Source: an optimization exercise on an open RTL-to-GDS flow (aim: small area). Production flows keep margins and buffers that such runs may drop.
The RTL was checked by simulation tests, not by an equivalence proof against the original design.
No activity file was given, so power comes from the tool's default toggle rates.

===== flow/constraint.sdc =====
create_clock -name core_clock -period 13.0 [get_ports {Clk}]
set_input_delay 2.6000 -clock core_clock [delete_from_list [all_inputs] [get_ports {Clk}]]
set_output_delay 2.6000 -clock core_clock [all_outputs]
set_load 0.01 [all_outputs]

===== flow/config.mk =====
export PLATFORM = sky130hd
export DESIGN_NAME = Single_cycle_CPU
export DESIGN_NICKNAME = Single_cycle_CPU
export VERILOG_FILES = /design/flow/design.v
export SDC_FILE = /design/flow/constraint.sdc
export NUM_CORES = 4
export LEC_CHECK = 0
export CAP_MARGIN = 20
export CORE_MARGIN = 2
export CORE_UTILIZATION = 30
export SETUP_SLACK_MARGIN = 0.3
export SLEW_MARGIN = 20

===== flow/run.sh =====
#!/bin/bash
# synth_recipe.tcl (not shown) runs the flow's synth.tcl, then flattens the netlist and writes it again
# the make line also repeats each setting of config.mk as NAME=value (left out here)
make -C /OpenROAD-flow-scripts/flow DESIGN_CONFIG=/design/flow/config.mk WORK_HOME=/design/flow/orfs CLKGATE_MAP_FILE= SYNTH_SCRIPT=/design/flow/synth_recipe.tcl finish

===== flow/design.v =====
`timescale 1ns / 1ps
module Extend(immediate,Se,out);
    input [15:0]immediate;
    input Se;
    output [31:0]out;
    assign out[15:0] = immediate;
    assign out[31:16] = Se ?(immediate[15] ? 16'hffff : 16'h0000) : 16'h0000;
endmodule
`timescale 1ns / 1ps
module SHIFTER_32(X,Sa,Arith,Right,Sh);
    input [31:0]X;
    input [4:0]Sa;
    input Arith,Right;
    output [31:0]Sh;
    wire [31:0]T4,S4,T3,S3,T2,S2,T1,S1,T0;
    wire a = X[31] & Arith;
    wire [15:0]e = {16{a}};
    parameter z = 16'b0;
    wire [31:0]L1u,L1d,L2u,L2d,L3u,L3d,L4u,L4d,L5u,L5d;
    assign L1u = {X[15:0],z};
    assign L1d = {e,X[31:16]};
    MUX2X32 M1l(L1u,L1d,Right,T4);
    MUX2X32 M1r(X,T4,Sa[4],S4);
    assign L2u = {S4[23:0],z[7:0]};
    assign L2d = {e[7:0],S4[31:8]};
    MUX2X32 M2l(L2u,L2d,Right,T3);
    MUX2X32 M2r(S4,T3,Sa[3],S3);
    assign L3u = {S3[27:0],z[3:0]};
    assign L3d = {e[3:0],S3[31:4]};
    MUX2X32 M3l(L3u,L3d,Right,T2);
    MUX2X32 M3r(S3,T2,Sa[2],S2);
    assign L4u = {S2[29:0],z[1:0]};
    assign L4d = {e[1:0],S2[31:2]};
    MUX2X32 M4l(L4u,L4d,Right,T1);
    MUX2X32 M4r(S2,T1,Sa[1],S1);
    assign L5u = {S1[30:0],z[0]};
    assign L5d = {e[0],S1[31:1]};
    MUX2X32 M5l(L5u,L5d,Right,T0);
    MUX2X32 M5r(S1,T0,Sa[0],Sh);
endmodule
`timescale 1ns / 1ps
module controlUnit(Op,Func,Z,Regrt,Se,Wreg,Aluqb,Aluc,Wmem,Pcsrc,Reg2reg);
    input [5:0]Op,Func;
    input Z;
    output Regrt,Se,Wreg,Aluqb,Wmem,Reg2reg;
    output [1:0]Pcsrc,Aluc;
    wire R_type = ~|Op;
    wire I_add = R_type & Func[5] & ~Func[4] & ~Func[3] & ~Func[2] & ~Func[1] & ~Func[0];
    wire I_sub = R_type & Func[5] & ~Func[4] & ~Func[3] & ~Func[2] &  Func[1] & ~Func[0];
    wire I_and = R_type & Func[5] & ~Func[4] & ~Func[3] &  Func[2] & ~Func[1] & ~Func[0];
    wire I_or  = R_type & Func[5] & ~Func[4] & ~Func[3] &  Func[2] & ~Func[1] &  Func[0];
    wire I_addi = ~Op[5] & ~Op[4] &  Op[3] & ~Op[2] & ~Op[1] & ~Op[0];
    wire I_andi = ~Op[5] & ~Op[4] &  Op[3] &  Op[2] & ~Op[1] & ~Op[0];
    wire I_ori  = ~Op[5] & ~Op[4] &  Op[3] &  Op[2] & ~Op[1] &  Op[0];
    wire I_lw   =  Op[5] & ~Op[4] & ~Op[3] & ~Op[2] &  Op[1] &  Op[0];
    wire I_sw   =  Op[5] & ~Op[4] &  Op[3] & ~Op[2] &  Op[1] &  Op[0];
    wire I_beq  = ~Op[5] & ~Op[4] & ~Op[3] &  Op[2] & ~Op[1] & ~Op[0];
    wire I_bne  = ~Op[5] & ~Op[4] & ~Op[3] &  Op[2] & ~Op[1] &  Op[0];
    wire I_J = ~Op[5] & ~Op[4] & ~Op[3] & ~Op[2] &  Op[1] & ~Op[0];
    assign Regrt = I_addi | I_andi | I_ori | I_lw | I_sw | I_beq | I_bne | I_J;
    assign Se = I_addi |  I_lw | I_sw | I_beq | I_bne;
    assign Wreg = I_add | I_sub | I_or | I_and | I_addi | I_andi | I_ori | I_lw ;
    assign Aluqb = I_addi | I_andi | I_ori |  I_J | I_lw | I_sw;
    assign Wmem = I_sw;
    assign Reg2reg = I_and | I_add | I_sub | I_addi | I_andi | I_ori | I_sw | I_beq | I_bne | I_J | I_or;
    assign Pcsrc[1] = I_beq & Z | I_bne & ~Z | I_J;
    assign Pcsrc[0] = I_J;
    assign Aluc[1] = I_and | I_or | I_andi | I_ori;
    assign Aluc[0] = I_sub | I_or | I_ori | I_beq | I_bne;
endmodule
`timescale 1ns / 1ps
module MUX2X5(A0,A1,S,Y);
    input [4:0]A0,A1;
    input S;
    output [4:0]Y;
    assign Y=S?A1:A0;
endmodule
`timescale 1ns / 1ps
module MUX2X32(a0,a1,s,y);
    input [31:0]a0,a1;
    input s;
    output [31:0]y;
    assign y = s ? a1:a0;
endmodule
`timescale 1ns / 1ps
module MUX4X32_D(A0,A1,A2,A3,S,Y);
input [31:0]A0,A1,A2,A3;
input [1:0] S;
output [31:0] Y;
function [31:0] select;    
    input [31:0] A0,A1,A2,A3;
    input [1:0] S;
    case (S)
        2'b00:select=A0;
        2'b01:select=A1;
        2'b10:select=A2;
        2'b11:select=A3;
        endcase
 endfunction
 assign Y=select(A0,A1,A2,A3,S);   
endmodule
`timescale 1ns / 1ps
module CLA32(X,Y,Sub,S);
    input [31:0]X,Y;
    input Sub;
    output [31:0]S;
    assign S = X + Y + Sub;
endmodule
`timescale 1ns / 1ps
module ADDSUB_32(X,Y,Sub,S);
    input [31:0]X,Y;
    input Sub;
    output [31:0]S;
    CLA32 as32(X,Y^{32{Sub}},Sub,S);
endmodule
`timescale 1ns / 1ps
module ALU(X,Y,Aluc,R,Z);
    input [31:0]X,Y;
    input [1:0]Aluc;
    output [31:0]R;
    output Z;
    wire [31:0]d_as,d_and,d_or,d_and_or;
    ADDSUB_32 addsub0(X,Y,Aluc[0],d_as);
    assign d_and = X & Y;
    assign d_or = X | Y;
    MUX2X32 select1(d_and,d_or,Aluc[0],d_and_or);
    MUX2X32 select2(d_as,d_and_or,Aluc[1],R);
    assign Z = ~| R;
endmodule
`timescale 1ns / 1ps
module DEC5T32E(I,En,Y);
input [4:0] I;
input En;
output [31:0] Y;
function [31:0] select;
    input [4:0] I;
    input En;
    if(En==1'b0)
    select=32'h00000000;
    else 
    begin
    case (I)
       5'b00000:select = 32'h00000001;
       5'b00001:select = 32'h00000002;
       5'b00010:select = 32'h00000004;
       5'b00011:select = 32'h00000008;
       5'b00100:select = 32'h00000010;
       5'b00101:select = 32'h00000020;
       5'b00110:select = 32'h00000040;
       5'b00111:select = 32'h00000080;
       5'b01000:select = 32'h00000100;
       5'b01001:select = 32'h00000200;
       5'b01010:select = 32'h00000400;
       5'b01011:select = 32'h00000800;
       5'b01100:select = 32'h00001000;
       5'b01101:select = 32'h00002000;
       5'b01110:select = 32'h00004000;
       5'b01111:select = 32'h00008000;
       5'b10000:select = 32'h00010000;
       5'b10001:select = 32'h00020000;
       5'b10010:select = 32'h00040000;
       5'b10011:select = 32'h00080000;
       5'b10100:select = 32'h00100000;
       5'b10101:select = 32'h00200000;
       5'b10110:select = 32'h00400000;
       5'b10111:select = 32'h00800000;
       5'b11000:select = 32'h01000000;
       5'b11001:select = 32'h02000000;
       5'b11010:select = 32'h04000000;
       5'b11011:select = 32'h08000000;
       5'b11100:select = 32'h10000000;
       5'b11101:select = 32'h20000000;
       5'b11110:select = 32'h40000000;
       5'b11111:select = 32'h80000000;
    endcase
    end
  endfunction
  assign Y=select(I,En);
endmodule
`timescale 1ns / 1ps
module dffe32(D,Clk,Clrn,e,q);
    input [31:0]D;
    input Clk,Clrn,e;
    output [31:0]q;
    reg[31:0]q;
    always @(negedge Clrn or posedge Clk)
        if (Clrn ==0)
        begin 
            q<= 0;
        end
        else begin 
        if(e) q <= D;
        end
endmodule
`timescale 1ns / 1ps
module Dff_32(Inst_addr,Clk,Clrn,laddr);
    input [31:0]Inst_addr;
    input   Clk,Clrn;
    output  reg[31:0]laddr;
    always @ (negedge Clrn or posedge Clk)
    begin
        if (Clrn == 0) 
        begin 
            laddr <= 0;
        end 
        else 
        begin
            laddr <= Inst_addr;
        end
    end
endmodule
`timescale 1ns / 1ps
module Regfilee(Ra,Rb,D,Wr,We,Clk,Clrn,Qa,Qb);
    input [4:0]Ra,Rb,Wr;
    input [31:0]D;
    input We,Clk,Clrn;
    output [31:0]Qa,Qb;
    wire [31:0]e;
    wire [31:0]r00,r01,r02,r03,r04,r05,r06,r07;
    wire [31:0]r08,r09,r10,r11,r12,r13,r14,r15;
    wire [31:0]r16,r17,r18,r19,r20,r21,r22,r23;
    wire [31:0]r24,r25,r26,r27,r28,r29,r30,r31;
    DEC5T32E decoder(Wr,We,e);
    assign r00 = 0;
    dffe32 reg01(D,Clk,Clrn,e[01],r01);
    dffe32 reg02(D,Clk,Clrn,e[02],r02);
    dffe32 reg03(D,Clk,Clrn,e[03],r03);
    dffe32 reg04(D,Clk,Clrn,e[04],r04);
    dffe32 reg05(D,Clk,Clrn,e[05],r05);
    dffe32 reg06(D,Clk,Clrn,e[06],r06);
    dffe32 reg07(D,Clk,Clrn,e[07],r07);
    dffe32 reg08(D,Clk,Clrn,e[08],r08);
    dffe32 reg09(D,Clk,Clrn,e[09],r09);
    dffe32 reg10(D,Clk,Clrn,e[10],r10);
    dffe32 reg11(D,Clk,Clrn,e[11],r11);
    dffe32 reg12(D,Clk,Clrn,e[12],r12);
    dffe32 reg13(D,Clk,Clrn,e[13],r13);
    dffe32 reg14(D,Clk,Clrn,e[14],r14);
    dffe32 reg15(D,Clk,Clrn,e[15],r15);
    dffe32 reg16(D,Clk,Clrn,e[16],r16);
    dffe32 reg17(D,Clk,Clrn,e[17],r17);
    dffe32 reg18(D,Clk,Clrn,e[18],r18);
    dffe32 reg19(D,Clk,Clrn,e[19],r19);
    dffe32 reg20(D,Clk,Clrn,e[20],r20);
    dffe32 reg21(D,Clk,Clrn,e[21],r21);
    dffe32 reg22(D,Clk,Clrn,e[22],r22);
    dffe32 reg23(D,Clk,Clrn,e[23],r23);
    dffe32 reg24(D,Clk,Clrn,e[24],r24);
    dffe32 reg25(D,Clk,Clrn,e[25],r25);
    dffe32 reg26(D,Clk,Clrn,e[26],r26);
    dffe32 reg27(D,Clk,Clrn,e[27],r27);
    dffe32 reg28(D,Clk,Clrn,e[28],r28);
    dffe32 reg29(D,Clk,Clrn,e[29],r29);
    dffe32 reg30(D,Clk,Clrn,e[30],r30);
    dffe32 reg31(D,Clk,Clrn,e[31],r31);
    assign Qa = select(r00,r01,r02,r03,r04,r05,r06,r07,r08,r09,r10,r11,r12,r13,r14,r15,r16,r17,r18,r19,r20,r21,r22,r23,r24,r25,r26,r27,r28,r29,r30,r31,Ra);
    assign Qb = select(r00,r01,r02,r03,r04,r05,r06,r07,r08,r09,r10,r11,r12,r13,r14,r15,r16,r17,r18,r19,r20,r21,r22,r23,r24,r25,r26,r27,r28,r29,r30,r31,Rb);
    function [31:0]select;
        input [31:0]r00,r01,r02,r03,r04,r05,r06,r07,
                    r08,r09,r10,r11,r12,r13,r14,r15,
                    r16,r17,r18,r19,r20,r21,r22,r23,
                    r24,r25,r26,r27,r28,r29,r30,r31;
        input [4:0] s;
        case (s)
            5'd00:select = r00;
            5'd01:select = r01;
            5'd02:select = r02;
            5'd03:select = r03;
            5'd04:select = r04;
            5'd05:select = r05;
            5'd06:select = r06;
            5'd07:select = r07;
            5'd08:select = r08;
            5'd09:select = r09;
            5'd10:select = r10;
            5'd11:select = r11;
            5'd12:select = r12;
            5'd13:select = r13;
            5'd14:select = r14;
            5'd15:select = r15;
            5'd16:select = r16;
            5'd17:select = r17;
            5'd18:select = r18;
            5'd19:select = r19;
            5'd20:select = r20;
            5'd21:select = r21;
            5'd22:select = r22;
            5'd23:select = r23;
            5'd24:select = r24;
            5'd25:select = r25;
            5'd26:select = r26;
            5'd27:select = r27;
            5'd28:select = r28;
            5'd29:select = r29;
            5'd30:select = r30;
            5'd31:select = r31;
        endcase
    endfunction
endmodule
`timescale 1ns / 1ps
module Single_cycle_CPU(Clk,Clrn,Inst,Date_out,PC,We,R,Date_in,X,Y);
    input [31:0]Inst,Date_out;
    input Clk,Clrn;
    output We;
    output [31:0]R ,Date_in ,PC,X,Y;
    wire  [31:0] PC_plus4 , Next_PC , address ,Qa,Qb,Alu_a , Alu_b ,D;
    wire  [1:0] Aluc;
    wire  [4:0] Wr;
    wire  [1:0] Pcsrc;
    wire  Z, Wmem, Wreg, Regrt, Reg2reg, Aluqb, Se; 
    wire [15:0]immediate = {Inst[15:0]};
    wire [31:0]ExtL_immediate;
    wire [31:0] Ext_immediate;
    Extend EX1(Inst[15:0],Se,Ext_immediate);
    SHIFTER_32 Shifter_imm0(Ext_immediate,5'b00010,1'b1,1'b0,ExtL_immediate);
    controlUnit ctrl1(Inst[31:26] , Inst[5:0] ,Z, Regrt, Se , Wreg ,Aluqb, Aluc, Wmem ,Pcsrc, Reg2reg);
    assign We = Wmem; 
    MUX2X5 Reg_Wr(Inst[15:11],Inst[20:16],Regrt,Wr); 
    MUX2X32 ALU2(Qb,Ext_immediate,Aluqb,Alu_b); 
    assign Alu_a = Qa; 
    ALU Alu0(Alu_a,Alu_b,Aluc,R,Z); 
    MUX2X32 Result0(Date_out,R,Reg2reg,D); 
    Regfilee Regfile0(Inst[25:21],Inst[20:16],D,Wr,Wreg,Clk,Clrn,Qa,Qb);
    Dff_32 PC0(Next_PC,Clk,Clrn,PC); 
    CLA32 PC_plus(PC,32'h4,1'b0,PC_plus4); 
    CLA32 Addr1(PC_plus4,ExtL_immediate,1'b0,address); 
    wire [31:0]J_PC = {PC_plus4[31:28],Inst[25:0],2'b00}; 
    MUX4X32_D NextPC(PC_plus4,32'h00000000,address,J_PC,Pcsrc,Next_PC); 
    assign Date_in = Qb; 
    assign X=Alu_a;
    assign Y=Alu_b;
endmodule

==> results of run 1 <==
-- per-stage QoR --
step                worst slack, ns  hold WS (ns)  power [W]  cells  cell area (um2)
finish                        0.401         0.500    0.00878   8931            65100
global route                  0.408         0.522    0.00906   8922            65100
CTS                           0.361         0.496    0.00874   8910            64900
detailed placement            0.394         0.483    0.00535   8706            61100
global placement              0.336         0.462    0.00533   8706            61000
floorplan                      2.65         0.450    0.00451   6384            55000
-- Yosys cell counts, types with 39 or more instances --
master,n,share of area
o21ai_0,1033,0.094
dfrtp_1,1022,0.47
a22oi_1,654,0.089
and3_1,121,0.014
ha_1,60,0.014
a222oi_1,41,0.0075
nor2_1,180,0.012
a21oi_1,91,0.0083
buf_1,46,0.0031
nor4_1,39,0.0044
nand2_1,1249,0.085
nand3_1,359,0.033
nand4_1,166,0.019
xnor2_1,77,0.012
nor3_1,59,0.0054
clkbuf_1,482,0.033
inv_1,52,0.0036
-- path summary, 6_finish.rpt --
path                                              to  slack, ns                 start
min in group asynchronous        Regfile0.reg11.q[9]       1.88                  Clrn
worst min-delay path            Regfile0.reg04.q[12]       0.50  Regfile0.reg04.q[12]
max in group asynchronous       Regfile0.reg04.q[29]       8.73                  Clrn
worst min register to register  Regfile0.reg04.q[12]       0.50  Regfile0.reg04.q[12]
worst max register to register         PC0.laddr[26]       4.79   Regfile0.reg06.q[0]
worst max-delay path                           R[30]       0.40              Inst[25]
-- layout make-up --
type                       count  area [um2]  share of cell area
antenna                       11        27.5            0.000423
clock inverter                60         833              0.0128
timing repair buffer         533        4770              0.0732
multi-input combinational   4724       27700               0.426
tap                         2385        2980              0.0458
clock buffer                 144        3020              0.0464
inverter                      52         195             0.00300
sequential                  1022       25600               0.393
-- what timing repair did --
action                                  4_1_cts  5_1_grt
gates resized for setup                       0       11
buffers inserted                              0        6
endpoints found under the setup margin        0        6
-- cell families after synthesis --
logic type,after synthesis,share of synthesized area
AND/OR/NAND/NOR,2384,0.201
multiplexers,49,0.00938
AO/OA/AOI/OAI,2104,0.243
buffers and inverters,638,0.0464
adder cells (fa/ha/maj),87,0.0190
flip-flops,1022,0.465
XOR/XNOR,98,0.0156
other,1,0.0000682
-- where the power goes --
part / leakage, nW / switching (W) / internal [W]
combinational: 12.3 / 0.00104 / 0.000608
clock: 1.88 / 0.00149 / 0.00195
sequential: 14.0 / 0.000288 / 0.00341
-- worst reg2reg max path, delay by kind of cell (launching register included) --
kind	cells	cell delay (ns)
adders and majority gates	1	0.48
AOI/OAI and AO/OA	12	2.93
muxes	1	0.50
buffers and inverters	1	0.16
and+or+nand+nor	8	3.48
DFF	1	0.45
-- routing by layer --
metal  wire (um)  part of all wire  up-vias
li1            -                 -    23468
met1      121000              0.38    27990
met2      127000              0.40     4848
met3       44800              0.14     1395
met4       28600             0.089       18
met5         127           0.00039        -
==> impl_results.md, run 1 <==
* Crit start category: primary input
* Fraction of registers with async set/reset at 1.00
* Clk latency of the worst-skew pair at ~0.80 ns
* Global routing usage on met2 at 0.460
* Slew headroom at 0.113
* Fin Clk Skew at 0.0559 ns
* Status: no timing/DRC/antenna violations
* Crit path max fanout at 21
* Overflow after GRT at 0
* Crit path kind: in2out
* Max clock buf depth at 3
* Vias at a little under 60,000
* Chip Width at 432 um
* Power per Cell Area at between 100 and 150 nW/um2
* Grt peak-use layer: met2
* FMAX at ~0.08 GHz
* Crit. End Element: output port
* Drt first-iter violations at 11,003
* Reg2reg path depth at 23
* CP required at 10.40 ns
* Row count at 157
* Met3 GRT Util at 0.119
* Routed wire length at 322 mm
* CP max stage delay at 0.81 ns
* Top_reg_cell synth: dfrtp_1
* Syn Inst Count at around 6,400
* Hold depth at 2
* First-pass GRT wire length at between 400 and 500 mm
* Residual DRC at 0
* CP delay by family, top: compound AO/OA/AOI/OAI gates
* GRT Overall Usage at 0.335
* Seq/Total Area, Yosys at 0.465
* Buf/Inv on CP at 4
* HPWL Detailed at 210 mm
* Final GP Congestion at slightly above 1
* Final TNS setup at 0 ns
* Final Cycle Share at 0.969
* Synth warn at 5
* Max rail drop VDD at approximately 0.14 mV
* CTS tree: done
* Pins over their slew limit at 0
* Number of global-route vias before repair at 53,745
* Drt first pass iters at 13
* Syn_area_per_cell at 8.61 um2
* Initial antenna violation count at 27
* Die area at between 150,000 and 200,000 um2
* Area of the core at around 180,000 um2
* Slowest CP cell: a222oi_1
* Ports at ~230
* Total clock sinks at 1,022
* Nets at 6,570
* Area grow syn2layout at 18.5%
* Commonest non-fill, non-tap cell in the layout: nand2_1
* CP cell instances: clkdlybuf4s50_1 -> buf_4 -> nand2b_2 -> nor2_4 -> buf_4 -> a222oi_1 -> o21ai_0 -> or4_1 -> ha_1 -> a21oi_1 -> o21bai_1 -> a21oi_1 -> o21ai_0 -> a31o_2 -> a41o_1 -> a211oi_1 -> o31ai_1 -> or4_1 -> o311ai_0 -> xor2_1 -> a21oi_1 -> clkdlybuf4s50_1
* Final core occ at 0.357
* Die H at 432 um
* Post-synth EDFFs at 0
* Starting density of the core at 0.301
* Worst EP arrival at 10.00 ns
* Most used cell along the critical path: a21oi_1
* Root Driver: clkbuf_16
* Largest net degree at the start of global routing at between 150 and 200
* Max Cap Violations at 0
* Crit path time final at 12.60 ns
* Slew at the pin closest to its max-slew limit at 1.33 ns
* Library cells used by synthesis at 95
* M1 GR Usage at 0.432
* Unrepaired setup endpoints after global routing: no
* Fillers at 18,648
* Fin. Hold Viols at 0
* Most frequent cells in the layout: nand2_1, o21ai_0, dfrtp_1
* Post-DR wirelength/cell at between 30 and 40 um
* CTS Buf Count at between 100 and 150
* Layout cells sized above 1 at 0.106
* Worst path depth at 22
* Mapped Area at 55,000 um2
* Pleak at approximately 28 nW
* #FFs+latches synth at 1,022
* Max H-tree Level at 3
* Hold_buf cts at 0
* Final setup vio count at 0
* Port Buffers at 224
* Via/cell ratio at about 6.5
* Hold/Removal Path Class: reg2reg
* Detail Route Antenna Nets at 0
* Clk slew on worst S/H paths at 0.06 ns
==> run 2: changes to the inputs <==
==> flow/design.v (replaced) <==
module AOI222(a0,s0,a1,s1,a2,s2,y);
    input  a0,s0,a1,s1,a2,s2;
    output y;
    assign y = ~((a0 & s0) | (a1 & s1) | (a2 & s2));
endmodule
module dffe32(D,Clk,e,e_n,q);
    input  [31:0] D;
    input         Clk,e,e_n;
    output reg [31:0] q;
    always @(posedge Clk)
        q <= ({32{e}} & D) | ({32{e_n}} & q);
endmodule
module Regfilee(Ra,Rb,D,Wr,We,Clk,Clrn,Qa,Qb);
    input  [4:0]  Ra,Rb,Wr;
    input  [31:0] D;
    input         We,Clk,Clrn;
    output [31:0] Qa,Qb;
    wire [31:0] r [1:31];
    reg  [31:1] valid;
    wire [31:1] wen;
    wire [31:1] sa, sb;
    genvar i, b;
    generate
        for (i = 1; i < 32; i = i + 1) begin : g
            assign wen[i] = We & (Wr == i);
            assign sa[i]  = valid[i] & (Ra == i);
            assign sb[i]  = valid[i] & (Rb == i);
            dffe32 w(D, Clk, wen[i], ~wen[i], r[i]);
        end
    endgenerate
    always @(posedge Clk or negedge Clrn)
        if (!Clrn) valid <= 31'b0;
        else       valid <= valid | wen;
    generate
        for (b = 0; b < 32; b = b + 1) begin : rb
            wire [10:0] ta, tb;
            for (i = 0; i < 10; i = i + 1) begin : t
                AOI222 ua(r[3*i+1][b], sa[3*i+1], r[3*i+2][b], sa[3*i+2], r[3*i+3][b], sa[3*i+3], ta[i]);
                AOI222 ub(r[3*i+1][b], sb[3*i+1], r[3*i+2][b], sb[3*i+2], r[3*i+3][b], sb[3*i+3], tb[i]);
            end
            assign ta[10] = ~(r[31][b] & sa[31]);
            assign tb[10] = ~(r[31][b] & sb[31]);
            assign Qa[b] = ~&ta;
            assign Qb[b] = ~&tb;
        end
    endgenerate
endmodule
module Single_cycle_CPU(Clk,Clrn,Inst,Date_out,PC,We,R,Date_in,X,Y);
    input  [31:0] Inst,Date_out;
    input         Clk,Clrn;
    output        We;
    output [31:0] R,Date_in,PC,X,Y;
    wire [5:0] op = Inst[31:26];
    wire [5:0] fn = Inst[5:0];
    wire is_R   = ~op[5] & ~op[3] & ~op[2] & ~op[1];
    wire is_br  = ~op[3] & op[2];                   
    wire is_j   = ~op[5] & op[1];
    wire logi   = op[3] & op[2];                    
    wire aluqb  = op[5] | op[3] | op[1];            
    wire se     = op[5] | ~op[2] & ~op[1];          
    wire wreg   = ~op[5] & ~op[1] & ~(op[2] & ~op[3]) | op[5] & ~op[3];
    wire regrt  = op[5] | op[3];
    wire do_sub = is_R & fn[1] | is_br;
    wire do_log = is_R & fn[2] | logi;
    wire do_or  = is_R ? fn[0] : op[0];
    wire [31:0] qa, qb;
    wire [31:0] imm = {{16{se & Inst[15]}}, Inst[15:0]};
    wire [31:0] y   = aluqb ? imm : qb;
    wire [31:0] as  = do_sub ? qa - y : qa + y;
    wire [31:0] lg  = do_or ? (qa | y) : (qa & y);
    wire [31:0] r   = do_log ? lg : as;
    wire        z   = ~|r;
    wire [31:0] d   = op[5] ? Date_out : r;
    wire [4:0]  wr  = regrt ? Inst[20:16] : Inst[15:11];
    Regfilee rf(Inst[25:21], Inst[20:16], d, wr, wreg, Clk, Clrn, qa, qb);
    reg  [31:2] pc;
    wire [31:2] pc4   = pc + 30'd1;
    wire [31:2] btgt  = pc4 + {{14{Inst[15]}}, Inst[15:0]};
    wire        taken = is_br & (z ^ op[0]);
    wire [31:2] npc   = is_j ? {pc4[31:28], Inst[25:0]} : taken ? btgt : pc4;
    always @(posedge Clk or negedge Clrn)
        if (!Clrn) pc <= 30'b0;
        else       pc <= npc;
    assign PC      = {pc, 2'b00};
    assign We      = op[5] & op[3];
    assign R       = r;
    assign X       = qa;
    assign Y       = y;
    assign Date_in = qb;
endmodule
--- a/flow/config.mk
+++ b/flow/config.mk
@@ -11,2 +11,3 @@
 export SETUP_SLACK_MARGIN = 0.3
 export SLEW_MARGIN = 20
+export SYNTH_HIERARCHICAL = 1
==> run 2 against run 1 <==
  * Combinational power up 100%
  * Flip-flop and latch count up 31
  * Die area down 11%
  * Clock power down 4%
  * Sequential share of layout area down 2.3 points
  * Critical path depth up 8
  * Clock skew down 0.0017 ns
  * Largest power group unchanged
  * Final area down 11%
  * Wire length down 26%
  * Power up 35%
  * Cell count down 21%
==> impl_results.md, run 2 <==
* Status: no timing/DRC/antenna violations
* Layout cells sized above 1 at 0.155
* GRT Overall Usage at 0.271
* Most common cell in the netlist: dfxtp_1
* Vias at 47,954
* HPWL Detailed at 159 mm
* Area of the core at approximately 160,000 um2
* Die H at 407 um
* Final Cycle Share at 0.963
* Syn Inst Count at around 4,400
* Largest regs: rf.g.w.q x992, rf.valid x31, pc x30
* Die area at 166,000 um2
* Largest net degree at the start of global routing at 62
* Syn_area_per_cell at 11.1 um2
* Number of placed cells counting well taps at 6,828
* Seq/Total Area, Yosys at 0.438
* Port Buffers at 223
* Detail Route Antenna Nets at 0
* Crit. End Element: output port
* Post-route insts no fill at 7,044
* Top cell type's share of synthesized area at 0.407
* Worst EP arrival at between 9 and 10 ns
* Ports at 227
* Chip Width at 407 um
* Net switching power at 0.00422 W
* Number of global-route vias before repair at 45,553
* Reg2reg path depth at 32
* Crit path max fanout at 13
* Top cells by area, synth: dfxtp_1, a22o_1, a222oi_1, buf_6, dfrtp_1
* Crit path kind: in2out
* Fillers at between 15,000 and 20,000
* Comb pwr share at 0.285
* Int Pwr at ~0.0077 W
* Final setup vio count at 0
* Area leader, netlist: dfxtp_1
* Crit path time final at 12.53 ns
* CP max stage delay at between 0.5 and 0.6 ns
* Final Cell Area at a little under 60,000 um2
* Power per Cell Area at 205 nW/um2
* Row count at 147
* Hold_buf cts at 0
* Root Driver: clkbuf_16
* Unrepaired setup endpoints after global routing: no
* Slew headroom at 0.167
* Fin Clk Skew at 0.0542 ns
* Top_reg_cell synth: dfxtp_1
* Clk latency of the worst-skew pair at 0.78 ns
* Initial antenna violation count at 12
* Slowest CP cell: dlygate4sd2_1
* Post-DR wirelength/cell at 34.0 um
* Met3 GRT Util at 0.100
* Hold depth at 1
* Slew at the pin closest to its max-slew limit at 1.24 ns
* Fraction of registers with async set/reset at 0.0579
* First-pass GRT wire length at 334 mm
* Clock power share at 0.276
* CTS tree: done
* Residual DRC at 0
* Overflow after GRT at 0
* Drt first pass iters at 13
* Most frequent cells in the layout: dfxtp_1, a22o_1, a222oi_1
* Dpl cell area at 53,800 um2
* Crit start category: primary input
* Total clock sinks at roughly 1,100
* Drt first-iter violations at 10,455
* Nets at 4,924
* M1 GR Usage at 0.336
* Global routing usage on met2 at 0.389
* Post-route setup slack at 0.475 ns
* Max H-tree Level at 3
* Largest register by flop count: rf.g.w.q
* Pwr Total at 0.0119 W
* Fin. Hold Viols at 0
* Commonest cells post-synth: dfxtp_1, a22o_1, a222oi_1
* CP required at between 10 and 15 ns
* Grt peak-use layer: met2
* Pins over their slew limit at 0
* Clk slew on worst S/H paths at 0.06 ns
* Max rail drop VDD at roughly 0.13 mV
* Area grow syn2layout at 18.6%
* CTS Buf Count at 110
* Pleak at 23.9 nW
* Via/cell ratio at 6.81
* Final GP Congestion at 1.01
* Max FFs per register at 992
* Max clock buf depth at 3
* Sw Ratio at 0.355
* Routed wire length at 239 mm
* Flop pwr share at 0.439
* Synth warn at 9
* Post-synth EDFFs at 0
* FMAX at 0.0798 GHz
* Mapped Area at approximately 50,000 um2
* Hold/Removal Path Class: reg2reg
* Commonest non-fill, non-tap cell in the layout: dfxtp_1
* Library cells used by synthesis at between 80 and 90
* Starting density of the core at 0.303
* #FFs+latches synth at 1,053
* Max Cap Violations at 0
* Setup WS pre-CTS at -0.306 ns
-- run 2: cell types whose count changed after synthesis, sizes merged, moves of 337 or more --
cell | before | now
nand2 | 1249 | 195
dfxtp | 0 | 992
o21ai | 1037 | 70
dfrtp | 1022 | 61
a22o | 37 | 995
a22oi | 654 | 2
a222oi | 41 | 640
clkbuf | 483 | 40
nand3 | 360 | 23
-- run 2: layout make-up --
cell class | instances | area, um2 | share of cell area
Inverter | 81 | 304 | 0.00526
Multi-Input combinational cell | 3006 | 25000 | 0.432
Timing Repair Buffer | 540 | 4700 | 0.0813
Sequential cell | 1053 | 21400 | 0.370
Clock buffer | 164 | 3320 | 0.0574
Clock inverter | 36 | 410 | 0.00709
Antenna cell | 4 | 10.0 | 0.000173
Tap cell | 2160 | 2700 | 0.0467
-- run 2: power by group through the flow --
stage / logic, W / clock network, W / registers (W)
after CTS: 0.00326 / 0.00329 / 0.00515
after global placement: 0.00319 / 0 / 0.00516
final: 0.00338 / 0.00328 / 0.00521
after detailed placement: 0.00324 / 0 / 0.00519
after floorplan: 0.00191 / 0 / 0.00500
after global routing: 0.00356 / 0.00342 / 0.00532
-- run 2: worst max-delay path: cells and delay by family --
| kind | cells | cell delay (ns) |
|---|---|---|
| AOI/OAI and AO/OA | 12 | 2.87 |
| adders and majority gates | 1 | 0.28 |
| buffers and inverters | 6 | 1.70 |
| and+or+nand+nor | 10 | 2.29 |
| muxes | 1 | 0.14 |
-- run 2: stage by stage --
step           hold slack, ns  TNS (ns)  utilization
3_5_place_dp            0.458    -0.868        0.334
6_report                0.480         0        0.359
5_1_grt                 0.491         0        0.359
3_3_place_gp            0.455    -0.965        0.334
4_1_cts                 0.475         0        0.358
2_1_floorplan           0.440         0            -
-- run 2: modules after synthesis (local to each module, per instance) --
module	area, um2	times used	cells
dffe32	991	31	70
Single_cycle_CPU	7830	1	1080
AOI222	10.0	640	1
Regfilee	3820	1	499
-- run 2: cell families after synthesis --
group,share of synthesized area
other,0.0000769
XOR/XNOR,0.0180
flip-flops,0.438
adder cells (fa/ha/maj),0.0205
AND/OR/NAND/NOR,0.0795
multiplexers,0.0127
AO/OA/AOI/OAI,0.374
buffers and inverters,0.0569
-- run 2: final timing paths --
check	slack, ns	to	start
worst min-delay path	0.48	rf.valid[7]	rf.valid[7]
worst max-delay path	0.47	R[29]	Inst[19]
min in group asynchronous	2.06	pc[29]	Clrn
worst max register to register	4.55	pc[2]	rf.valid[10]
max in group asynchronous	10.19	rf.valid[11]	Clrn
worst min register to register	0.48	rf.valid[7]	rf.valid[7]
-- run 2: metal layers --
metal	vias up	part of all wire
met5	-	0.00027
met3	757	0.14
met4	10	0.078
met1	23431	0.37
li1	19757	-
met2	3999	0.41
-- run 2: repair_timing --
action,CTS,global route
gates resized for setup,20,34
setup endpoints to repair,7,6
buffers inserted,0,10
pin swaps,3,27
cloned,0,1

[re-timing with driven ports]
The flow's constraints put no driver on any port. The routed layouts listed below were extracted and timed again, unchanged, in two steps. Step 1 (the two cells are an assumption about what drives the block):
set clk [get_ports {Clk}]
set_driving_cell -lib_cell sky130_fd_sc_hd__clkbuf_16 $clk
set_driving_cell -lib_cell sky130_fd_sc_hd__buf_2 [delete_from_list [all_inputs] $clk]
Step 2 also shifts input and output timing later by t, the mid clock arrival at the registers, as if the neighbouring blocks saw the same clock. a / b / c = ideal / step 1 / step 2; a / b = the first two.
run | shift t [ns] | setup WS [ns] | hold WS [ns] | worst setup path after step 2 | worst register clock-pin slew, ns
run 1 | 0.867 | 0.401 / 0.378 / 0.378 | 0.500 / 0.500 / 0.500 | input to output | 0.07 / 0.07
run 2 | 0.828 | 0.475 / 0.439 / 0.439 | 0.480 / 0.480 / 0.480 | input to output | 0.07 / 0.07
After both steps every run listed still meets setup and hold. For run 2, which loses most, drivers alone change the setup slack by -0.036 ns; drivers and shift together by -0.036 ns.
